This is an optimization exercise on Yosys and OpenROAD, whose aim is small area, not a production implementation.
At most, simulation tests tie the RTL to the original design; equivalence was not proved.
For runs 3 and 4, only the layout was checked, not whether the RTL still works.
No activity file was given, so power comes from the tool's default toggle rates.

$ cat design/flow/flow/run.sh
#!/bin/bash
# Own layout flow: the standard flow (standard.sh) with these changes:
#  - synthesis: ABC maps the logic with an area-oriented script
#    (flow/abc_area.script) instead of ORFS's delay-oriented one, and the
#    adder step (extract_fa to full/half adder cells) is skipped so that ABC
#    maps that logic too. The flip-flop mapping and everything else is the
#    standard synthesis, so the registers, their names and their cells are
#    the standard synthesis's.
#  - placement: every input and output port still gets a buffer, but the
#    smallest buffer cell (buf_1) rather than a delay buffer.
#  - clock tree: larger sink clusters and no dummy loads.
set -euo pipefail
W=$(pwd)
HERE=$(cd "$(dirname "${BASH_SOURCE[0]}")" && pwd)

# ORFS's synth.tcl with the ABC script swapped right after its preamble.
awk -v abc="$HERE/abc_area.script" '
  { print }
  /^source \$::env\(SCRIPTS_DIR\)\/synth_preamble.tcl/ {
    print "lset abc_args 1 {" abc "}"
    print "puts \"Own flow: ABC script [lindex $abc_args 1]\""
  }
  /^# Technology mapping of adders/ {
    print "set ::env(ADDER_MAP_FILE) {}"
  }' "$FLOW_HOME/scripts/synth.tcl" > "$W/own_synth.tcl"
grep -q "^lset abc_args 1" "$W/own_synth.tcl"
grep -q "^set ::env(ADDER_MAP_FILE) {}" "$W/own_synth.tcl"

# synth_recipe.tcl (the standard synthesis wrapper), sourcing the copy above.
sed "s#source \$::env(SCRIPTS_DIR)/synth.tcl#source {$W/own_synth.tcl}#" \
  synth_recipe.tcl > "$W/own_synth_recipe.tcl"
grep -q "own_synth.tcl" "$W/own_synth_recipe.tcl"

# standard.sh, with the synthesis script replaced.
sed -E "s#SYNTH_SCRIPT=[^ ]+#SYNTH_SCRIPT=$W/own_synth_recipe.tcl#" standard.sh > "$W/own_standard.sh"
grep -q "own_synth_recipe.tcl" "$W/own_standard.sh"

export BUFFER_PORTS_ARGS="-buffer_cell sky130_fd_sc_hd__buf_1"
export CTS_ARGS="-sink_clustering_enable -repair_clock_nets -dont_use_dummy_load -sink_clustering_size 28 -sink_clustering_max_diameter 110"

bash "$W/own_standard.sh" finish > "$W/flow_make.log" 2>&1
test -s "$W/out/final.def"
$ cat design/flow/flow/abc_area.script
strash
ifraig
scorr
dc2
strash
&get -n
&st
&dch -f
&nf -a -R 1000
&put
$ cat design/flow/standard.sh
#!/bin/bash
# synth_recipe.tcl (not shown) runs the flow's synth.tcl, then flattens the netlist and writes it again
# the make line also repeats each setting of config.mk as NAME=value (left out here)
make -C /OpenROAD-flow-scripts/flow DESIGN_CONFIG=/design/flow/config.mk WORK_HOME=/design/flow/orfs CLKGATE_MAP_FILE= SYNTH_SCRIPT=/design/flow/synth_recipe.tcl "${@:-finish}"
$ cat design/flow/config.mk
export PLATFORM = sky130hd
export DESIGN_NAME = pipeline
export DESIGN_NICKNAME = pipeline
export VERILOG_FILES = /design/flow/design.v
export SDC_FILE = /design/flow/constraint.sdc
export NUM_CORES = 4
export LEC_CHECK = 0
export CAP_MARGIN = 10
export CORE_MARGIN = 2
export CORE_UTILIZATION = 52
export PLACE_DENSITY = 0.72
export SLEW_MARGIN = 10
$ cat design/flow/constraint.sdc
create_clock -name core_clock -period 12.0 [get_ports {clk}]
set_input_delay 2.4000 -clock core_clock [delete_from_list [all_inputs] [get_ports {clk}]]
set_output_delay 2.4000 -clock core_clock [all_outputs]
set_load 0.01 [all_outputs]
$ cat design/flow/design.v
module pipeline(
    input           clk,
    input           reset,
    input           stall,
    output[15:0]    iaddr,
    input[15:0]     idata,
    output[15:0]    daddr,
    output[15:0]    ddata_out,
    input[15:0]     ddata_in,
    output          dwrite_en,
    output          dread_en);
    localparam IT_ARITH = 3'b000;
    localparam IT_LOAD = 3'b001;
    localparam IT_STORE = 3'b010;
    localparam IT_ADDI = 3'b011;
    localparam IT_LUI = 3'b100;
    localparam IT_CONDBR = 3'b101;
    localparam IT_UNCONDBR = 3'b110;
    localparam IT_BRANCHREG = 3'b111;
    localparam OP_AND = 3'b000;
    localparam OP_OR = 3'b001;
    localparam OP_SHL = 3'b010;
    localparam OP_SHR = 3'b011;
    localparam OP_ADD = 3'b100;
    localparam OP_SUB = 3'b101;
    localparam OP_XOR = 3'b110;
    localparam OP_NOT = 3'b111;
    reg[15:0] pc;                
    reg[127:0] registers;        
    reg[7:0] reg_valid;          
    reg[3:0] condition_codes;    
    reg[15:0] id_ex_instruction;
    reg[15:0] id_ex_pc;          
    reg id_ex_bypass_a;          
    reg id_ex_bypass_b;          
    reg ex_wb_has_writeback;
    reg ex_wb_is_load;
    reg[2:0] ex_wb_reg;
    reg[15:0] ex_wb_result;
    wire[15:0] inst = id_ex_instruction;
    wire[2:0] ex_type = inst[15:13];
    wire[2:0] ex_op = inst[11:9];
    wire[2:0] ex_ra = inst[5:3];
    wire[2:0] ex_rb = inst[8:6];
    wire ex_is_arith = ex_type == IT_ARITH;
    wire ex_is_pc_relative = ex_type == IT_CONDBR || ex_type == IT_UNCONDBR;
    reg[15:0] ex_immediate;
    always @*
    begin
        case (ex_type)
            IT_STORE: ex_immediate = { {9{inst[12]}}, inst[12:9], inst[2:0] };
            IT_LUI: ex_immediate = { inst[12:3], 6'd0 };
            IT_CONDBR: ex_immediate = { {6{inst[9]}}, inst[9:0] };
            IT_UNCONDBR: ex_immediate = { {4{inst[11]}}, inst[11:0] };
            default: ex_immediate = { {9{inst[12]}}, inst[12:6] };
        endcase
    end
    wire ex_bypass_a = id_ex_bypass_a;
    wire ex_bypass_b = id_ex_bypass_b;
    wire ex_a_is_reg = !ex_type[2];
    reg[15:0] ex_operand1;
    reg[15:0] ex_regb_bypassed;
    integer k;
    always @*
    begin
        ex_operand1 = ({16{ex_is_pc_relative}} & id_ex_pc)
            | ({16{ex_a_is_reg && ex_bypass_a}} & ex_wb_result);
        ex_regb_bypassed = {16{ex_bypass_b}} & ex_wb_result;
        for (k = 0; k < 8; k = k + 1)
        begin
            ex_operand1 = ex_operand1 | ({16{ex_a_is_reg && !ex_bypass_a
                && ex_ra == k && reg_valid[k]}} & registers[k * 16 +: 16]);
            ex_regb_bypassed = ex_regb_bypassed | ({16{!ex_bypass_b
                && ex_rb == k && reg_valid[k]}} & registers[k * 16 +: 16]);
        end
    end
    wire[15:0] ex_operand2 = (ex_is_arith || ex_type == IT_BRANCHREG)
        ? ex_regb_bypassed : ex_immediate;
    wire ex_do_subtract = ex_is_arith && ex_op == OP_SUB;
    wire[15:0] ex_addend = {16{ex_do_subtract}} ^ ex_operand2;
    wire[15:0] ex_g = ex_operand1 & ex_addend;
    wire[15:0] ex_p = ex_operand1 ^ ex_addend;
    wire[16:0] ex_carry;
    wire[16:0] ex_sum;
    assign ex_carry[0] = ex_do_subtract;
    genvar i;
    generate
        for (i = 0; i < 16; i = i + 1)
        begin : rca
            assign ex_carry[i + 1] = ex_g[i] | (ex_p[i] & ex_carry[i]);
        end
    endgenerate
    assign ex_sum[15:0] = ex_p ^ ex_carry[15:0];
    assign ex_sum[16] = ex_carry[16];
    wire ex_overflow = ex_operand2[15] == ex_sum[15]
        && ex_operand1[15] != ex_operand2[15];
    wire ex_sel_sum = !ex_is_arith || ex_op == OP_ADD || ex_op == OP_SUB;
    wire ex_sel_and = ex_is_arith && ex_op == OP_AND;
    wire ex_sel_or = ex_is_arith && ex_op == OP_OR;
    wire ex_sel_xor = ex_is_arith && ex_op == OP_XOR;
    wire ex_sel_not = ex_is_arith && ex_op == OP_NOT;
    wire ex_sel_shl = ex_is_arith && ex_op == OP_SHL;
    wire ex_sel_shr = ex_is_arith && ex_op == OP_SHR;
    wire[15:0] ex_alu_result = ({16{ex_sel_sum}} & ex_sum[15:0])
        | ({16{ex_sel_and}} & ex_g)
        | ({16{ex_sel_or}} & (ex_g | ex_p))
        | ({16{ex_sel_xor}} & ex_p)
        | ({16{ex_sel_not}} & ~ex_operand1)
        | ({16{ex_sel_shl}} & { ex_operand1[14:0], 1'b0 })
        | ({16{ex_sel_shr}} & { 1'b0, ex_operand1[15:1] });
    wire ex_carry_out = (ex_is_arith && (ex_op == OP_ADD || ex_op == OP_SUB)
            && (ex_sum[16] ^ ex_do_subtract))
        | (ex_sel_shl & ex_operand1[15])
        | (ex_sel_shr & ex_operand1[0]);
    wire ex_branch_flag = condition_codes[inst[11:10]];
    wire ex_branch_en = ex_type == IT_UNCONDBR || ex_type == IT_BRANCHREG
        || (ex_type == IT_CONDBR && (ex_branch_flag ^ inst[12]));
    wire[15:0] ex_branch_target = ex_alu_result;
    assign daddr = ex_alu_result;
    assign dwrite_en = ex_type == IT_STORE;
    assign dread_en = ex_type == IT_LOAD;
    assign ddata_out = ex_regb_bypassed;
    wire[15:0] pc_inc = pc + { 15'd0, !stall };
    assign iaddr = ex_branch_en ? ex_branch_target : pc_inc;
    always @(posedge clk, posedge reset)
    begin
        if (reset)
            pc <= 16'hffff;
        else
            pc <= iaddr;
    end
    always @(posedge clk)
        id_ex_pc <= pc_inc;
    wire ex_has_writeback = ex_is_arith || ex_type == IT_LOAD
        || ex_type == IT_ADDI || ex_type == IT_LUI;
    always @(posedge clk, posedge reset)
    begin
        if (reset)
        begin
            id_ex_instruction <= 0;
            id_ex_bypass_a <= 0;
            id_ex_bypass_b <= 0;
        end
        else if (!stall)
        begin
            id_ex_instruction <= idata;
            id_ex_bypass_a <= ex_has_writeback && inst[2:0] == idata[5:3];
            id_ex_bypass_b <= ex_has_writeback && inst[2:0] == idata[8:6];
        end
    end
    always @(posedge clk, posedge reset)
    begin
        if (reset)
        begin
            ex_wb_has_writeback <= 0;
            condition_codes <= 0;
        end
        else if (!stall)
        begin
            ex_wb_has_writeback <= ex_has_writeback;
            if (ex_is_arith || ex_type == IT_ADDI)
                condition_codes <= { ex_overflow, ex_carry_out, ex_alu_result[15],
                    ex_alu_result == 16'd0 };
        end
    end
    always @(posedge clk)
    begin
        if (!stall)
        begin
            ex_wb_is_load <= ex_type == IT_LOAD;
            ex_wb_reg <= inst[2:0];
            ex_wb_result <= ex_alu_result;
        end
    end
    wire[15:0] wb_value = ex_wb_is_load ? ddata_in : ex_wb_result;
    always @(posedge clk, posedge reset)
    begin
        if (reset)
            reg_valid <= 0;
        else if (ex_wb_has_writeback)
            reg_valid[ex_wb_reg] <= 1'b1;
    end
    genvar r;
    generate
        for (r = 0; r < 8; r = r + 1)
        begin : regfile
            always @(posedge clk)
            begin
                if (ex_wb_has_writeback && ex_wb_reg == r)
                    registers[r * 16 +: 16] <= wb_value;
            end
        end
    endgenerate
endmodule
==> results of run 1 <==
cell families after synthesis:
| logic type | count (synthesis) |
|---|---|
| compound gates | 242 |
| simple gates | 241 |
| flops | 211 |
| xor+xnor | 54 |
| mux | 41 |
| buf+inv | 22 |
| fa+ha+maj | 1 |
metal layers:
metal / wire, um / share of wire, %
met5: 0 / 0
met4: 1289 / 4.0
met3: 4388 / 13
met2: 14240 / 44
met1: 12660 / 39
worst register-to-register path, delay by kind of cell (launching register included):
family	cells	cell delay (ns)
AO/OA/AOI/OAI	14	3.40
buffers and inverters	2	0.17
multiplexers	2	0.45
flip-flops	1	0.87
XOR/XNOR	1	0.13
AND/OR/NAND/NOR	10	2.11
cells in the final DEF, fill, tap and decap left out, types with 15 or more instances in the layout:
cell type / netlist / routed
a222oi_1: 88 / 88
nor2_1: 59 / 59
nor3_1: 23 / 21
nand3_1: 27 / 27
xnor2_1: 19 / 19
buf_1: 0 / 84
clkinv_1: 22 / 21
dfxtp_1: 16 / 16
buf_4: 0 / 26
dfrtp_1: 31 / 31
o21ai_0: 16 / 15
a221oi_1: 18 / 18
and3_1: 27 / 27
a21oi_1: 40 / 40
edfxtp_1: 148 / 148
xor2_1: 35 / 35
dfstp_2: 16 / 16
mux2_1: 38 / 38
nand2_1: 49 / 49
final timing paths:
kind | slack (ns) | to | depth (start not counted) | startpoint
max | 2.14 | iaddr[15] | 29 | id_ex_bypass_b
min | 0.50 | condition_codes[1] | 1 | condition_codes[1]
max reg2reg | 4.73 | condition_codes[1] | 29 | id_ex_bypass_b
min reg2reg | 0.50 | condition_codes[1] | 1 | condition_codes[1]
max in group asynchronous | 9.48 | condition_codes[1] | 3 | reset
min in group asynchronous | 2.06 | id_ex_bypass_a | 3 | reset
stage by stage:
step                      instances  hold slack, ns
after floorplan                 812          0.4487
final                          1198          0.4978
after global routing           1198          0.5421
after CTS                      1198          0.5103
after global placement         1187          0.4882
after detailed placement       1187          0.4936
final cells by class:
| type | instances | area, sq um |
|---|---|---|
| fillers | 1579 | 8008 |
| repair buffers | 110 | 510.5 |
| multi-input cells | 579 | 4167 |
| well taps | 265 | 331.6 |
| inverters | 22 | 82.58 |
| clock buffers | 11 | 275.3 |
| flip-flops and latches | 211 | 5961 |
power groups by stage:
stage | Clock [uW] | Sequential (uW) | Combinational [uW]
6_report | 384 | 1090 | 805
5_1_grt | 413 | 1100 | 865
4_1_cts | 388 | 1080 | 787
3_5_place_dp | 0 | 1090 | 783
3_3_place_gp | 0 | 1090 | 773
2_1_floorplan | 0 | 1040 | 502
==> reports/metrics.yaml, run 1 <==
timing:
  slew_violations: 0
  setup_tns_ns: 0
  skew_ns: 0.03554
  final_hold_viol_count: 0
  min_period_ns: 9.861
  rsz0062_at_grt: "false"
  tightest_slew_ns: 1.147
  period_share_pct: 82.18
  setup_viol_count_final: 0
  max_slew_margin_pct: 23.21
  timing.fmax_mhz: 101.4
  final_critical_path_setup_slack_ns: 2.139
finish:
  largest_reg_flops: 128
  final_core_util_pct: 58.58
  top_register: "registers"
  drive_gt1_share_pct: 6.538
  syn_to_final_growth_pct: 11.37
  design_area_sq_um: 11330
  nets: 970
  diodes: 0
critical_path:
  crit_family: "compound AO/OA/AOI/OAI gates"
  critical_path.slowest_cell: "dfrtp_1"
  critPathLaunchType: "flop"
  worstPathRequired_ns: 9.60
  max_stage_delay_ns: 0.87
  path_max_fanout: 20
  worstPathArrival_ns: 7.46
  cp_common_cell: "o21a_1"
  crit_type: "flop to primary output"
  critPathCaptureType: "primary output"
  path_buf_inv: 3
detailed_routing:
  wl_um: 32570
  avgRoutedWirePerCell_um: 27.19
  drtIter0Drc: 2307
  vias_per_cell: 7.110
  antenna_left: 0
  dr.pass1.iters: 14
  vias: 8518
  drc: 0
placed_design:
  post-place-ws_ns: 2.901
  dp_hpwl_um: 21370
  port_buffers: 84
  place.gp.congestion: 0.9676
  dpl_cell_area_sq_um: 11050
synth:
  synth_area_sq_um: 10170
  synth_commonest_cells: "148 x edfxtp_1, 88 x a222oi_1, 59 x nor2_1"
  syn-instance-count: 812
  yosys.cell_count.top_type: "edfxtp_1"
  yosysTopAreaCell: "edfxtp_1"
  ys_seq_area_share_pct: 58.60
  synth_compound_area_share_pct: 19.33
  synth_top_family_by_area: "compound AO/OA/AOI/OAI gates"
  muxShareOfSynthArea_pct: 4.625
  synth_xor_area_share_pct: 4.650
  synth.avg_cell_area_sq_um: 12.53
  yosys_warnings: 1
  synth.top_cell.area_share_pct: 43.70
  synth_fa_ha_area_share_pct: 0.09841
  async_reset_ff_share_pct: 22.27
  synth_edf_count: 148
  synthSimpleGateAreaFrac_pct: 11.88
  syn-num-nets: 847
  synthDistinctLibCells: 50
  ys_seq_elements: 211
  synthFlopType: "edfxtp_1"
  synth_area_leaders: "edfxtp_1 44%, a222oi_1 8.7%, dfrtp_1 7.6%, mux2_1 4.2%, dfstp_2 4.1%"
floorplanning:
  core_area_sq_um: 19330
  boundaryPins: 85
  die_width_um: 143.9
  die_h_um: 143.9
  rows: 51
  dieArea_sq_um: 20690
  start_util_pct: 52.60
global_route:
  grt_first_pass_wirelength_um: 47250
  met3_usage_pct: 6.664
  grt_pass1_vias: 7721
  track_usage_pct: 30.75
  use_met1_pct: 43.75
  grt_max_degree: 48
  antenna_found_initial: 0
  gr-usage-met2_pct: 47.32
  grt-busiest-layer: "met2"
  grt-ovfl-total: 0
power_and_ir_drop:
  combPwrFrac_pct: 35.4
  p_leak_uw: 0.003698
  clkPwrFrac_pct: 16.9
  p_sw_uw: 866.6
  ir_drop_mv: 0.1587
  seqPwrFrac_pct: 47.8
  powerDensity_nw_per_um2: 200.9
  swShare_pct: 38.09
  fin_total_pwr_uw: 2275
  intPower_uw: 1409
hold_path:
  hp-class: "flop to flop"
run_status:
  status: "complete, no violations"
clock_tree:
  cts.repair.resized: 0
  clk_pin_slew_worst_paths_ns: 0.11
  clock_latency_ns: 0.49
  cts_buffers: 11
  clk_path_buf_depth: 3
  cts_setup_buffers: 0
  holdBufCountCts: 0
  htree_levels: 1
  cts_sinks: 211
  cts_root_buf: "clkbuf_16"
  tritoncts: "yes"
job:
  cap_violations: 0
==> inputs of run 2 (changes only) <==
--- a/design/flow/config.mk
+++ b/design/flow/config.mk
@@ -7,6 +7,6 @@
 export LEC_CHECK = 0
 export CAP_MARGIN = 10
 export CORE_MARGIN = 2
-export CORE_UTILIZATION = 52
-export PLACE_DENSITY = 0.72
+export CORE_UTILIZATION = 45
+export PLACE_DENSITY = 0.65
 export SLEW_MARGIN = 10
==> run 2 against run 1 <==
  * Sequential cell count unchanged
  * Synthesized area unchanged
  * Cell count up 1.8%
  * First-iteration DRC count down 9.1%
  * Register-to-register slack worse by 0.12 ns
  * Maximum frequency down 1.4%
  * Setup slack worse by 0.14 ns
  * Sequential share of layout area down 0.15 points
  * Critical path depth unchanged
  * Design area up 0.28%
  * Critical path type unchanged
==> reports/metrics.yaml, run 2 <==
synth:
  synth_commonest_cells: "148 x edfxtp_1, 88 x a222oi_1, 59 x nor2_1"  # unchanged
  synthDistinctLibCells: 50  # unchanged
  synth_edf_count: 148  # unchanged
  synth_area_leaders: "edfxtp_1 44%, a222oi_1 8.7%, dfrtp_1 7.6%, mux2_1 4.2%, dfstp_2 4.1%"  # unchanged
  async_reset_ff_share_pct: 22.27  # unchanged
  syn-instance-count: 812  # unchanged
  yosys.cell_count.top_type: "edfxtp_1"  # unchanged
  synth.avg_cell_area_sq_um: 12.53  # unchanged
  yosys_warnings: 1  # unchanged
  ys_seq_elements: 211  # unchanged
  ys_seq_area_share_pct: 58.60  # unchanged
  synth.top_cell.area_share_pct: 43.70  # unchanged
  syn-num-nets: 847  # unchanged
  synth_area_sq_um: 10170  # unchanged
  yosysTopAreaCell: "edfxtp_1"  # unchanged
  synthFlopType: "edfxtp_1"  # unchanged
clock_tree:
  tritoncts: "yes"  # unchanged
  cts_setup_buffers: 0  # unchanged
  clk_pin_slew_worst_paths_ns: 0.10  # was 0.11 ns
  cts_buffers: 11  # unchanged
  cts.repair.resized: 0  # unchanged
  clock_latency_ns: 0.48  # was 0.49 ns
  cts_root_buf: "clkbuf_16"  # unchanged
  cts_sinks: 211  # unchanged
  htree_levels: 1  # unchanged
  clk_path_buf_depth: 3  # unchanged
  holdBufCountCts: 0  # unchanged
finish:
  nets: 972  # was 970
  drive_gt1_share_pct: 6.738  # was 6.538%
  final_cell_mix: "148 x edfxtp_1, 88 x a222oi_1, 84 x buf_1"  # unchanged
  final_common_cell: "edfxtp_1"  # unchanged
  diodes: 0  # unchanged
  top_register: "registers"  # unchanged
  syn_to_final_growth_pct: 11.67  # was 11.37%
  largest_reg_flops: 128  # unchanged
  final_core_util_pct: 50.63  # was 58.58%
placed_design:
  post-place-ws_ns: 2.790  # was 2.901 ns
  port_buffers: 84  # unchanged
  dp_hpwl_um: 22310  # was 21370 um
  place.gp.congestion: 0.9491  # was 0.9676
critical_path:
  critPathLaunchType: "flop"  # unchanged
  critical_path.slowest_cell: "dfrtp_1"  # unchanged
  path_max_fanout: 20  # unchanged
  path_buf_inv: 3  # unchanged
  crit_type: "flop to primary output"  # unchanged
  crit_family: "compound AO/OA/AOI/OAI gates"  # unchanged
  max_stage_delay_ns: 0.92  # was 0.87 ns
  worstPathArrival_ns: 7.60  # was 7.46 ns
  reg2reg_depth: 29  # unchanged
  worstPathRequired_ns: 9.60  # about the same
  critPathCaptureType: "primary output"  # unchanged
  critical_path_depth: 29  # unchanged
  cp_common_cell: "o21a_1"  # unchanged
floorplanning:
  core_area_sq_um: 22430  # was 19330 sq um
  rows: 55  # was 51
  die_h_um: 154.3  # was 143.9 um
  die_width_um: 154.3  # was 143.9 um
  start_util_pct: 45.34  # was 52.60%
  dieArea_sq_um: 23820  # was 20690 sq um
  boundaryPins: 85  # unchanged
timing:
  period_share_pct: 83.36  # was 82.18%
  min_period_ns: 10.00  # was 9.861 ns
  final_critical_path_setup_slack_ns: 1.997  # was 2.139 ns
  setup_viol_count_final: 0  # unchanged
  tightest_slew_ns: 1.196  # was 1.147 ns
  max_slew_margin_pct: 19.90  # was 23.21%
  timing.fmax_mhz: 99.97  # was 101.4 MHz
  rsz0062_at_grt: "false"  # unchanged
  skew_ns: 0.02217  # was 0.03554 ns
  final_hold_viol_count: 0  # unchanged
  slew_violations: 0  # unchanged
  hold_slack_ns: 0.4916  # was 0.4978 ns
  setup_tns_ns: 0  # unchanged
power_and_ir_drop:
  fin_total_pwr_uw: 2273  # was 2275 uW
  ir_drop_mv: 0.1110  # was 0.1587 mV
  powerDensity_nw_per_um2: 200.1  # was 200.9 nW/um^2
  p_leak_uw: 0.003698  # unchanged
detailed_routing:
  avgRoutedWirePerCell_um: 27.43  # was 27.19 um
  drtIter0Drc: 2097  # was 2307
  vias_per_cell: 6.867  # was 7.110
  antenna_left: 0  # unchanged
  dr.pass1.iters: 10  # was 14
  drc: 0  # unchanged
  vias: 8378  # was 8518
  wl_um: 33470  # was 32570 um
global_route:
  grt_max_degree: 48  # unchanged
  grt_pass1_vias: 7836  # was 7721
  antenna_found_initial: 0  # unchanged
  grt-ovfl-total: 0  # unchanged
  grt_first_pass_wirelength_um: 49180  # was 47250 um
  track_usage_pct: 27.44  # was 30.75%
run_status:
  status: "complete, no violations"  # unchanged
job:
  cap_violations: 0  # unchanged
hold_path:
  hold_depth: 1  # unchanged
  hp-class: "flop to flop"  # unchanged
-- run 2: where the power goes --
| group | internal (uW) | leakage [uW] | switching (uW) | total (uW) |
|---|---|---|---|---|
| Clock | 166 | 0.000136 | 217 | 383 |
| Combinational | 269 | 0.00155 | 539 | 808 |
| Sequential | 973 | 0.00201 | 109 | 1080 |
-- run 2: final cells by class --
cell class | instances | area, sq um
Inverter | 22 | 82.58
Tap cell | 285 | 356.6
Multi-Input combinational cell | 579 | 4158
Clock buffer | 11 | 275.3
Sequential cell | 211 | 5961
Timing Repair Buffer | 112 | 525.5
Fill cell | 1968 | 11080
-- run 2: logic make-up (layout without fill, tap and decap cells) --
family          after synthesis  in the layout  synth area share (%)
compound gates              242            242                 19.33
flops                       211            211                 58.60
fa+ha+maj                     1              1               0.09842
xor+xnor                     54             54                 4.650
buf+inv                      22            145                0.8119
mux                          41             41                 4.625
simple gates                241            241                 11.88
-- run 2: metrics by stage --
| stage | instances | cell area [sq um] |
|---|---|---|
| 4_1_cts | 1220 | 11360 |
| 3_3_place_gp | 1209 | 11080 |
| 5_1_grt | 1220 | 11360 |
| 3_5_place_dp | 1209 | 11080 |
| 6_report | 1220 | 11360 |
| 2_1_floorplan | 812 | 10170 |
-- run 2: worst reg2reg max path: cells and delay by family (launching register included) --
kind / cells / cell delay [ns]
buffers and inverters: 2 / 0.16
AND/OR/NAND/NOR: 10 / 2.12
multiplexers: 2 / 0.46
flip-flops: 1 / 0.92
XOR/XNOR: 1 / 0.12
AO/OA/AOI/OAI: 14 / 3.49
-- run 2: final timing paths --
kind                               startpoint                   end  slack, ns
min reg2reg                condition_codes[1]    condition_codes[1]       0.49
min                        condition_codes[1]    condition_codes[1]       0.49
max reg2reg                    id_ex_bypass_b    condition_codes[1]       4.61
max in group asynchronous               reset    condition_codes[1]       9.47
min in group asynchronous               reset  id_ex_instruction[0]       2.07
max                            id_ex_bypass_b             iaddr[15]       2.00
-- run 2: metal layers --
metal	track usage, %	vias to the layer above	part of all wire (%)
li1	-	3631	-
met1	39.60	4005	41
met2	41.04	627	43
met3	5.352	115	12
met4	10.93	0	4.5
met5	0	-	0
==> inputs of run 3 (changes only) <==
--- a/design/flow/design.v
+++ b/design/flow/design.v
@@ -37,6 +37,7 @@
     reg ex_wb_is_load;
     reg[2:0] ex_wb_reg;
     reg[15:0] ex_wb_result;
+    reg wb_written;              
     wire[15:0] inst = id_ex_instruction;
     wire[2:0] ex_type = inst[15:13];
     wire[2:0] ex_op = inst[11:9];
@@ -55,8 +56,8 @@
             default: ex_immediate = { {9{inst[12]}}, inst[12:6] };
         endcase
     end
-    wire ex_bypass_a = id_ex_bypass_a;
-    wire ex_bypass_b = id_ex_bypass_b;
+    wire ex_bypass_a = id_ex_bypass_a && !wb_written;
+    wire ex_bypass_b = id_ex_bypass_b && !wb_written;
     wire ex_a_is_reg = !ex_type[2];
     reg[15:0] ex_operand1;
     reg[15:0] ex_regb_bypassed;
@@ -169,15 +170,24 @@
         begin
             ex_wb_is_load <= ex_type == IT_LOAD;
             ex_wb_reg <= inst[2:0];
-            ex_wb_result <= ex_alu_result;
-        end
-    end
-    wire[15:0] wb_value = ex_wb_is_load ? ddata_in : ex_wb_result;
+        end
+    end
+    always @(posedge clk)
+        ex_wb_result <= ex_alu_result;
+    always @(posedge clk, posedge reset)
+    begin
+        if (reset)
+            wb_written <= 1'b0;
+        else
+            wb_written <= stall;
+    end
+    wire wb_write = ex_wb_has_writeback && (!wb_written || (!stall && ex_wb_is_load));
+    wire[15:0] wb_value = (ex_wb_is_load && !stall) ? ddata_in : ex_wb_result;
     always @(posedge clk, posedge reset)
     begin
         if (reset)
             reg_valid <= 0;
-        else if (ex_wb_has_writeback)
+        else if (wb_write)
             reg_valid[ex_wb_reg] <= 1'b1;
     end
     genvar r;
@@ -186,7 +196,7 @@
         begin : regfile
             always @(posedge clk)
             begin
-                if (ex_wb_has_writeback && ex_wb_reg == r)
+                if (wb_write && ex_wb_reg == r)
                     registers[r * 16 +: 16] <= wb_value;
             end
         end
--- a/design/flow/config.mk
+++ b/design/flow/config.mk
@@ -7,6 +7,6 @@
 export LEC_CHECK = 0
 export CAP_MARGIN = 10
 export CORE_MARGIN = 2
-export CORE_UTILIZATION = 45
-export PLACE_DENSITY = 0.65
+export CORE_UTILIZATION = 30
+export PLACE_DENSITY = 0.45
 export SLEW_MARGIN = 10
==> run 3 against run 2 <==
  * Maximum frequency fell by 4.8%
  * Register-to-register slack worse by 0.28 ns
  * Synthesized cell count increased by 3.3%
  * Hold slack improved by 0.0047 ns
  * Setup slack got worse by 0.50 ns
  * Synthesized area fell by 0.52%
  * Power is 0.64% higher
  * Die area grew 48%
  * Largest cell class unchanged
  * Largest power group unchanged
==> reports/metrics.yaml, run 3 <==
run_status:
  status: "complete, no violations"  # unchanged
clock_tree:
  cts_setup_buffers: 0  # unchanged
  tritoncts: "yes"  # unchanged
  cts.repair.resized: 0  # unchanged
  clk_pin_slew_worst_paths_ns: 0.10  # about the same
  clk_path_buf_depth: 3  # unchanged
  holdBufCountCts: 0  # unchanged
  htree_levels: 1  # unchanged
  clock_latency_ns: 0.49  # was 0.48 ns
  cts_sinks: 212  # was 211
  cts_root_buf: "clkbuf_16"  # unchanged
  cts_buffers: 12  # was 11
finish:
  nets: 1012  # was 972
  final_core_util_pct: 35.02  # was 50.63%
  top_register: "registers"  # unchanged
  largest_reg_flops: 128  # unchanged
  final_cell_mix: "132 x edfxtp_1, 96 x a222oi_1, 83 x buf_1"  # was 148 x edfxtp_1, 88 x a222oi_1, 84 x buf_1
  diodes: 0  # unchanged
  drive_gt1_share_pct: 9.333  # was 6.738%
  syn_to_final_growth_pct: 15.48  # was 11.67%
  final_common_cell: "edfxtp_1"  # unchanged
power_and_ir_drop:
  p_leak_uw: 0.003814  # was 0.003698 uW
  ir_drop_mv: 0.1097  # was 0.1110 mV
  powerDensity_nw_per_um2: 195.8  # was 200.1 nW/um^2
synth:
  synth_fa_ha_area_share_pct: 0.09892  # was 0.09841%
  yosys_warnings: 1  # unchanged
  yosysTopAreaCell: "edfxtp_1"  # unchanged
  synthDistinctLibCells: 53  # was 50
  synth_commonest_cells: "132 x edfxtp_1, 96 x a222oi_1, 69 x nor2_1"  # was 148 x edfxtp_1, 88 x a222oi_1, 59 x nor2_1
  synth_area_leaders: "edfxtp_1 39%, a222oi_1 9.5%, dfrtp_1 7.9%, dfxtp_1 6.3%, dfstp_2 4.2%"  # was edfxtp_1 44%, a222oi_1 8.7%, dfrtp_1 7.6%, mux2_1 4.2%, dfstp_2 4.1%
  synthSimpleGateAreaFrac_pct: 12.30  # was 11.88%
  async_reset_ff_share_pct: 22.64  # was 22.27%
  synthFlopType: "edfxtp_1"  # unchanged
  ys_seq_area_share_pct: 57.57  # was 58.60%
  synth_top_family_by_area: "compound AO/OA/AOI/OAI gates"  # unchanged
  synth_compound_area_share_pct: 20.07  # was 19.33%
  synth_area_sq_um: 10120  # was 10170 sq um
  synth.avg_cell_area_sq_um: 12.06  # was 12.53 sq um
  syn-instance-count: 839  # was 812
  synth.top_cell.area_share_pct: 39.17  # was 43.70%
  yosys.cell_count.top_type: "edfxtp_1"  # unchanged
  muxShareOfSynthArea_pct: 4.439  # was 4.625%
  syn-num-nets: 874  # was 847
  synth_edf_count: 132  # was 148
  ys_seq_elements: 212  # was 211
  synth_xor_area_share_pct: 4.588  # was 4.650%
critical_path:
  reg2reg_depth: 37  # was 29
  timing.rr.start: "id_ex_bypass_b"  # unchanged
  worstPathRequired_ns: 9.60  # about the same
  critPathLaunchType: "flop"  # unchanged
  critPathCaptureType: "primary output"  # unchanged
  reg2reg_to: "condition_codes[2]"  # was condition_codes[1]
  cp-endpoint: "iaddr[15]"  # unchanged
  path_max_fanout: 24  # was 20
  path_buf_inv: 4  # was 3
  crit_family: "simple AND/OR/NAND/NOR gates"  # was compound AO/OA/AOI/OAI gates
  reg2reg_slack_ns: 4.33  # was 4.61 ns
  cp_common_cell: "and2_0"  # was o21a_1
  max_stage_delay_ns: 1.06  # was 0.92 ns
  worstPathArrival_ns: 8.11  # was 7.60 ns
  crit_type: "flop to primary output"  # unchanged
  critical_path.slowest_cell: "nor4b_2"  # was dfrtp_1
  critPathLaunch: "id_ex_bypass_b"  # unchanged
  critical_path_depth: 39  # was 29
detailed_routing:
  wl_um: 39010  # was 33470 um
  vias: 8384  # was 8378
  avgRoutedWirePerCell_um: 27.41  # was 27.43 um
  drtIter0Drc: 2099  # was 2097
  dr.pass1.iters: 11  # was 10
  drc: 0  # unchanged
  antenna_left: 0  # unchanged
  vias_per_cell: 5.892  # was 6.867
floorplanning:
  dieArea_sq_um: 35210  # was 23820 sq um
  rows: 67  # was 55
  boundaryPins: 85  # unchanged
  core_area_sq_um: 33360  # was 22430 sq um
  start_util_pct: 30.33  # was 45.34%
  die_width_um: 187.7  # was 154.3 um
  die_h_um: 187.7  # was 154.3 um
global_route:
  antenna_found_initial: 0  # unchanged
  grt_first_pass_wirelength_um: 56460  # was 49180 um
  grt_max_degree: 49  # was 48
  grt_pass1_vias: 8216  # was 7836
  grt-ovfl-total: 0  # unchanged
  track_usage_pct: 21.67  # was 27.44%
timing:
  max_slew_margin_pct: 18.61  # was 19.90%
  skew_ns: 0.05255  # was 0.02217 ns
  rsz0062_at_grt: "false"  # unchanged
  hold_slack_ns: 0.4963  # was 0.4916 ns
  tightest_slew_ns: 1.218  # was 1.196 ns
  slew_violations: 0  # unchanged
  min_period_ns: 10.51  # was 10.00 ns
  setup_tns_ns: 0  # unchanged
  final_hold_viol_count: 0  # unchanged
  setup_viol_count_final: 0  # unchanged
  period_share_pct: 87.56  # was 83.36%
  timing.fmax_mhz: 95.17  # was 99.97 MHz
job:
  cap_violations: 0  # unchanged
placed_design:
  dp_hpwl_um: 26710  # was 22310 um
  place.gp.congestion: 0.8631  # was 0.9491
  port_buffers: 84  # unchanged
hold_path:
  hp-class: "flop to flop"  # unchanged
-- run 3: cell types whose count changed in the layout (fill, tap and decap cells not counted), moves of 6 or more --
cell	before	now
a221oi_1	18	6
or2_0	12	20
a21boi_0	7	16
and3_1	27	17
a21oi_1	40	53
o21a_1	9	2
edfxtp_1	148	132
a22o_1	9	0
dfxtp_1	16	32
nor3_1	21	9
buf_4	28	40
a222oi_1	88	96
nand3_1	27	33
-- run 3: report_power, final --
group	internal, uW	switching (uW)	leakage (uW)
clock network	180	227	0.000148
logic	255	528	0.00166
registers	976	121	0.00201
-- run 3: cell families (layout without fill, tap and decap cells) --
group	after synthesis	count (layout)
flops	212	212
simple gates	253	253
compound gates	256	256
mux	39	39
xor+xnor	53	53
buf+inv	25	161
fa+ha+maj	1	1
-- run 3: how the worst min path moves through the flow --
stage / start / endpoint / slack, ns / cells after the start
after global routing: ex_wb_has_writeback / ex_wb_has_writeback / 0.52 / 2
after CTS: ex_wb_has_writeback / ex_wb_has_writeback / 0.50 / 2
after floorplan: id_ex_bypass_b / id_ex_bypass_b / 0.44 / 2
after detailed placement: ex_wb_has_writeback / ex_wb_has_writeback / 0.48 / 2
after global placement: id_ex_bypass_b / id_ex_bypass_b / 0.46 / 2
final: id_ex_bypass_b / id_ex_bypass_b / 0.50 / 2
-- run 3: cell type report --
| cell class | instances | area (sq um) |
|---|---|---|
| tap | 448 | 560.5 |
| fill | 3399 | 21680 |
| inverter | 25 | 93.84 |
| timing repair buffer | 124 | 616.8 |
| sequential | 212 | 5826 |
| multi-input combinational | 602 | 4288 |
| clock buffer | 12 | 300.3 |
-- run 3: tightest hold or removal path, delay by kind of cell, from the launching register on --
family / cells / cell delay, ns
and+or+nand+nor: 1 / 0.05
AOI/OAI and AO/OA: 1 / 0.06
DFF: 1 / 0.35
-- run 3: stage by stage --
step	instance area [sq um]	setup WS, ns	instances	total power [uW]
after global placement	11380	2.302	1411	1890
after CTS	11690	1.563	1423	2296
after floorplan	10120	2.164	839	1522
after detailed placement	11380	2.123	1411	1885
final	11690	1.493	1423	2288
after global routing	11690	0.7338	1423	2405
-- run 3: routing by layer --
metal | up-vias | wire length [um] | GRT usage [%]
li1 | 3721 | - | -
met1 | 4083 | 17480 | 31.05
met4 | 0 | 1012 | 6.178
met3 | 70 | 3431 | 4.249
met2 | 510 | 17090 | 33.25
met5 | - | 0 | 0
==> inputs of run 4 (changes only) <==
--- a/design/flow/design.v
+++ b/design/flow/design.v
@@ -31,13 +31,10 @@
     reg[3:0] condition_codes;    
     reg[15:0] id_ex_instruction;
     reg[15:0] id_ex_pc;          
-    reg id_ex_bypass_a;          
-    reg id_ex_bypass_b;          
     reg ex_wb_has_writeback;
     reg ex_wb_is_load;
     reg[2:0] ex_wb_reg;
     reg[15:0] ex_wb_result;
-    reg wb_written;              
     wire[15:0] inst = id_ex_instruction;
     wire[2:0] ex_type = inst[15:13];
     wire[2:0] ex_op = inst[11:9];
@@ -56,8 +53,8 @@
             default: ex_immediate = { {9{inst[12]}}, inst[12:6] };
         endcase
     end
-    wire ex_bypass_a = id_ex_bypass_a && !wb_written;
-    wire ex_bypass_b = id_ex_bypass_b && !wb_written;
+    wire ex_bypass_a = ex_wb_has_writeback && ex_wb_reg == ex_ra;
+    wire ex_bypass_b = ex_wb_has_writeback && ex_wb_reg == ex_rb;
     wire ex_a_is_reg = !ex_type[2];
     reg[15:0] ex_operand1;
     reg[15:0] ex_regb_bypassed;
@@ -132,22 +129,12 @@
     end
     always @(posedge clk)
         id_ex_pc <= pc_inc;
-    wire ex_has_writeback = ex_is_arith || ex_type == IT_LOAD
-        || ex_type == IT_ADDI || ex_type == IT_LUI;
     always @(posedge clk, posedge reset)
     begin
         if (reset)
-        begin
             id_ex_instruction <= 0;
-            id_ex_bypass_a <= 0;
-            id_ex_bypass_b <= 0;
-        end
         else if (!stall)
-        begin
             id_ex_instruction <= idata;
-            id_ex_bypass_a <= ex_has_writeback && inst[2:0] == idata[5:3];
-            id_ex_bypass_b <= ex_has_writeback && inst[2:0] == idata[8:6];
-        end
     end
     always @(posedge clk, posedge reset)
     begin
@@ -158,7 +145,8 @@
         end
         else if (!stall)
         begin
-            ex_wb_has_writeback <= ex_has_writeback;
+            ex_wb_has_writeback <= ex_is_arith || ex_type == IT_LOAD
+                || ex_type == IT_ADDI || ex_type == IT_LUI;
             if (ex_is_arith || ex_type == IT_ADDI)
                 condition_codes <= { ex_overflow, ex_carry_out, ex_alu_result[15],
                     ex_alu_result == 16'd0 };
@@ -170,24 +158,15 @@
         begin
             ex_wb_is_load <= ex_type == IT_LOAD;
             ex_wb_reg <= inst[2:0];
+            ex_wb_result <= ex_alu_result;
         end
     end
-    always @(posedge clk)
-        ex_wb_result <= ex_alu_result;
-    always @(posedge clk, posedge reset)
-    begin
-        if (reset)
-            wb_written <= 1'b0;
-        else
-            wb_written <= stall;
-    end
-    wire wb_write = ex_wb_has_writeback && (!wb_written || (!stall && ex_wb_is_load));
-    wire[15:0] wb_value = (ex_wb_is_load && !stall) ? ddata_in : ex_wb_result;
+    wire[15:0] wb_value = ex_wb_is_load ? ddata_in : ex_wb_result;
     always @(posedge clk, posedge reset)
     begin
         if (reset)
             reg_valid <= 0;
-        else if (wb_write)
+        else if (ex_wb_has_writeback)
             reg_valid[ex_wb_reg] <= 1'b1;
     end
     genvar r;
@@ -196,7 +175,7 @@
         begin : regfile
             always @(posedge clk)
             begin
-                if (wb_write && ex_wb_reg == r)
+                if (ex_wb_has_writeback && ex_wb_reg == r)
                     registers[r * 16 +: 16] <= wb_value;
             end
         end
--- a/design/flow/flow/run.sh
+++ b/design/flow/flow/run.sh
@@ -36,7 +36,7 @@
 grep -q "own_synth_recipe.tcl" "$W/own_standard.sh"
 
 export BUFFER_PORTS_ARGS="-buffer_cell sky130_fd_sc_hd__buf_1"
-export CTS_ARGS="-sink_clustering_enable -repair_clock_nets -dont_use_dummy_load -sink_clustering_size 28 -sink_clustering_max_diameter 110"
+export CTS_ARGS="-sink_clustering_enable -repair_clock_nets -dont_use_dummy_load -sink_clustering_size 25 -sink_clustering_max_diameter 100"
 
 bash "$W/own_standard.sh" finish > "$W/flow_make.log" 2>&1
 test -s "$W/out/final.def"
==> run 4 against run 3 <==
  * Global-route usage grew 0.35 points
  * Synthesized cell count is 0.12% higher
  * Wire length increased by 1.6%
  * Die area about the same
  * Hold slack worse by 0.0054 ns
  * Utilization unchanged
  * Critical endpoint unchanged
==> reports/metrics.yaml, run 4 <==
synth:
  synth.top_cell.area_share_pct: 43.95  # was 39.17%
  yosys.cell_count.top_type: "edfxtp_1"  # unchanged
  async_reset_ff_share_pct: 21.53  # was 22.64%
  synth_area_leaders: "edfxtp_1 44%, a222oi_1 8.2%, dfrtp_1 7.2%, dfstp_2 4.2%, mux2_1 3.6%"  # was edfxtp_1 39%, a222oi_1 9.5%, dfrtp_1 7.9%, dfxtp_1 6.3%, dfstp_2 4.2%
  synthFlopType: "edfxtp_1"  # unchanged
  synth_commonest_cells: "148 x edfxtp_1, 83 x a222oi_1, 74 x nor2_1"  # was 132 x edfxtp_1, 96 x a222oi_1, 69 x nor2_1
  syn-num-nets: 875  # was 874
  synth.avg_cell_area_sq_um: 12.04  # was 12.06 sq um
  ys_seq_elements: 209  # was 212
  syn-instance-count: 840  # was 839
  synth_edf_count: 148  # was 132
  synthDistinctLibCells: 48  # was 53
  yosysTopAreaCell: "edfxtp_1"  # unchanged
  synth_area_sq_um: 10110  # was 10120 sq um
  ys_seq_area_share_pct: 58.45  # was 57.57%
  yosys_warnings: 1  # unchanged
clock_tree:
  clk_pin_slew_worst_paths_ns: 0.08  # was 0.10 ns
  holdBufCountCts: 0  # unchanged
  cts_buffers: 14  # was 12
  htree_levels: 1  # unchanged
  tritoncts: "yes"  # unchanged
  cts_sinks: 209  # was 212
  cts.repair.resized: 0  # unchanged
  clk_path_buf_depth: 3  # unchanged
  cts_setup_buffers: 0  # unchanged
  cts_root_buf: "clkbuf_16"  # unchanged
  clock_latency_ns: 0.50  # was 0.49 ns
critical_path:
  reg2reg_to: "condition_codes[0]"  # was condition_codes[2]
  worstPathRequired_ns: 9.60  # about the same
  critPathLaunch: "id_ex_instruction[7]"  # was id_ex_bypass_b
  critPathCaptureType: "primary output"  # unchanged
  critical_path.slowest_cell: "dfrtp_1"  # was nor4b_2
  max_stage_delay_ns: 0.59  # was 1.06 ns
  worstPathArrival_ns: 8.01  # was 8.11 ns
  critPathLaunchType: "flop"  # unchanged
  crit_type: "flop to primary output"  # unchanged
  timing.rr.start: "id_ex_instruction[7]"  # was id_ex_bypass_b
  reg2reg_slack_ns: 3.79  # was 4.33 ns
  reg2reg_depth: 36  # was 37
  cp-endpoint: "iaddr[15]"  # unchanged
  path_max_fanout: 20  # was 24
detailed_routing:
  drtIter0Drc: 1804  # was 2099
  wl_um: 39650  # was 39010 um
  vias_per_cell: 5.977  # was 5.892
  vias: 8523  # was 8384
  dr.pass1.iters: 10  # was 11
  avgRoutedWirePerCell_um: 27.81  # was 27.41 um
  antenna_left: 0  # unchanged
  drc: 0  # unchanged
placed_design:
  port_buffers: 84  # unchanged
  dp_hpwl_um: 26530  # was 26710 um
  dp.cells: 1411  # unchanged
  place.gp.congestion: 0.8945  # was 0.8631
finish:
  final_cell_count_no_fill: 1426  # was 1423
  top_register: "registers"  # unchanged
  nets: 1014  # was 1012
  syn_to_final_growth_pct: 15.55  # was 15.48%
  drive_gt1_share_pct: 8.598  # was 9.333%
  final_common_cell: "edfxtp_1"  # unchanged
  largest_reg_flops: 128  # unchanged
  final_cell_mix: "148 x edfxtp_1, 84 x buf_1, 83 x a222oi_1"  # was 132 x edfxtp_1, 96 x a222oi_1, 83 x buf_1
floorplanning:
  dieArea_sq_um: 35190  # was 35210 sq um
  boundaryPins: 85  # unchanged
  die_width_um: 187.6  # was 187.7 um
  rows: 67  # unchanged
  die_h_um: 187.6  # was 187.7 um
  start_util_pct: 30.31  # was 30.33%
  core_area_sq_um: 33360  # unchanged
global_route:
  grt_first_pass_wirelength_um: 57160  # was 56460 um
  track_usage_pct: 22.02  # was 21.67%
  antenna_found_initial: 0  # unchanged
  grt-ovfl-total: 0  # unchanged
  grt_pass1_vias: 8179  # was 8216
  grt_max_degree: 46  # was 49
power_and_ir_drop:
  p_sw_uw: 912.2  # was 875.9 uW
  powerDensity_nw_per_um2: 200.0  # was 195.8 nW/um^2
  combPwrFrac_pct: 35.4  # was 34.2%
  p_leak_uw: 0.003861  # was 0.003814 uW
  seqPwrFrac_pct: 45.4  # was 48.0%
  swShare_pct: 39.03  # was 38.29%
  intPower_uw: 1425  # was 1412 uW
  fin_total_pwr_uw: 2337  # was 2288 uW
  ir_drop_mv: 0.1375  # was 0.1097 mV
  clkPwrFrac_pct: 19.2  # was 17.8%
hold_path:
  hp-class: "flop to flop"  # unchanged
  hold_depth: 1  # was 2
timing:
  tightest_slew_ns: 0.9946  # was 1.218 ns
  setup_viol_count_final: 0  # unchanged
  timing.fmax_mhz: 96.08  # was 95.17 MHz
  skew_ns: 0.06185  # was 0.05255 ns
  setup_tns_ns: 0  # unchanged
  slew_violations: 0  # unchanged
  max_slew_margin_pct: 33.08  # was 18.61%
  period_share_pct: 86.73  # was 87.56%
  rsz0062_at_grt: "false"  # unchanged
  min_period_ns: 10.41  # was 10.51 ns
  final_hold_viol_count: 0  # unchanged
job:
  cap_violations: 0  # unchanged
run_status:
  status: "complete, no violations"  # unchanged
run 4: changes by cell type after synthesis, moves of 7 or more:
cell,delta
xnor2_1,+9
a21boi_0,-14
a222oi_1,-13
edfxtp_1,+16
xor2_1,-10
a221oi_1,+9
o22ai_1,+7
a22o_1,+10
dfxtp_1,-16
a22oi_1,+17
run 4: worst max-delay path, delay by kind of cell (launching register included):
kind | cells | cell delay (ns)
compound gates | 14 | 2.80
xor+xnor | 4 | 0.75
buf+inv | 4 | 0.81
flops | 1 | 0.59
simple gates | 16 | 2.51
run 4: worst min-delay path by stage:
| stage | from | to | slack [ns] |
|---|---|---|---|
| finish | condition_codes[1] | condition_codes[1] | 0.49 |
| global route | condition_codes[1] | condition_codes[1] | 0.53 |
| CTS | condition_codes[1] | condition_codes[1] | 0.49 |
| floorplan | id_ex_instruction[0] | ex_wb_reg[0] | 0.44 |
| detailed placement | condition_codes[1] | condition_codes[1] | 0.48 |
| global placement | condition_codes[1] | condition_codes[1] | 0.48 |
run 4: logic make-up (layout without fill, tap and decap cells):
group           count (synthesis)  after routing  synth area share, %
compound gates                258            258                19.75
xor+xnor                       52             52                4.504
fa+ha+maj                       1              1              0.09899
buf+inv                        28            165                1.039
flops                         209            209                58.45
mux                            34             34                3.885
other cells                     0              1                    0
simple gates                  258            258                12.27
run 4: metrics by stage:
step / utilization (%) / hold slack, ns / cell area (sq um) / worst slack (ns)
final: 35.02 / 0.4910 / 11690 / 1.592
after global routing: 35.01 / 0.5268 / 11680 / 0.8938
after CTS: 35.01 / 0.4946 / 11680 / 1.623
after detailed placement: 33.96 / 0.4790 / 11330 / 2.207
after global placement: 33.96 / 0.4780 / 11330 / 2.371
after floorplan: - / 0.4436 / 10110 / 2.625
run 4: layer usage:
metal	track usage, %	vias up	routed length, um
met1	30.88	4209	16530
met3	3.481	58	3865
met2	35.34	540	18270
met5	0	-	0
met4	6.118	0	989
li1	-	3716	-
run 4: layout make-up:
class / count / area (sq um)
diodes: 1 / 2.502
inverters: 28 / 105.1
flip-flops and latches: 209 / 5911
well taps: 448 / 560.5
clock buffers: 14 / 350.3
multi-input cells: 603 / 4148
repair buffers: 123 / 608.1
fillers: 3390 / 21680
run 4: power groups by stage:
stage | registers, uW | logic, uW | clock network, uW
6_report | 1060 | 827 | 449
3_3_place_gp | 1080 | 827 | 0
2_1_floorplan | 1030 | 488 | 0
4_1_cts | 1060 | 831 | 461
5_1_grt | 1070 | 893 | 481
3_5_place_dp | 1080 | 826 | 0

re-timing with driven ports:
How much do the figures lean on ideal ports? The routed layouts below were timed once more, with nothing changed but the port constraints.
Step 1 (the two cells are an assumption about what drives the block):
set clk [get_ports {clk}]
set_driving_cell -lib_cell sky130_fd_sc_hd__clkbuf_16 $clk
set_driving_cell -lib_cell sky130_fd_sc_hd__buf_2 [delete_from_list [all_inputs] $clk]
Step 2, shift: input delay + t, output delay - t, t = (earliest + latest rising clock arrival at the registers) / 2. This alone moves slack from input paths to output paths.
Three values: ideal, step 1, step 2; two values: the first two.
run | t, ns | slack for setup (ns) | worst register clock-pin slew, ns | pins driven straight from the clock port
run 1 | 0.517 | 2.139 / 2.093 / 2.610 | 0.11 / 0.11 | 1
run 2 | 0.524 | 1.997 / 1.945 / 2.468 | 0.11 / 0.11 | 1
run 3 | 0.511 | 1.493 / 1.445 / 1.956 | 0.11 / 0.11 | 1
run 4 | 0.521 | 1.592 / 1.543 / 2.064 | 0.10 / 0.10 | 1
After both steps every run listed still meets setup and hold.
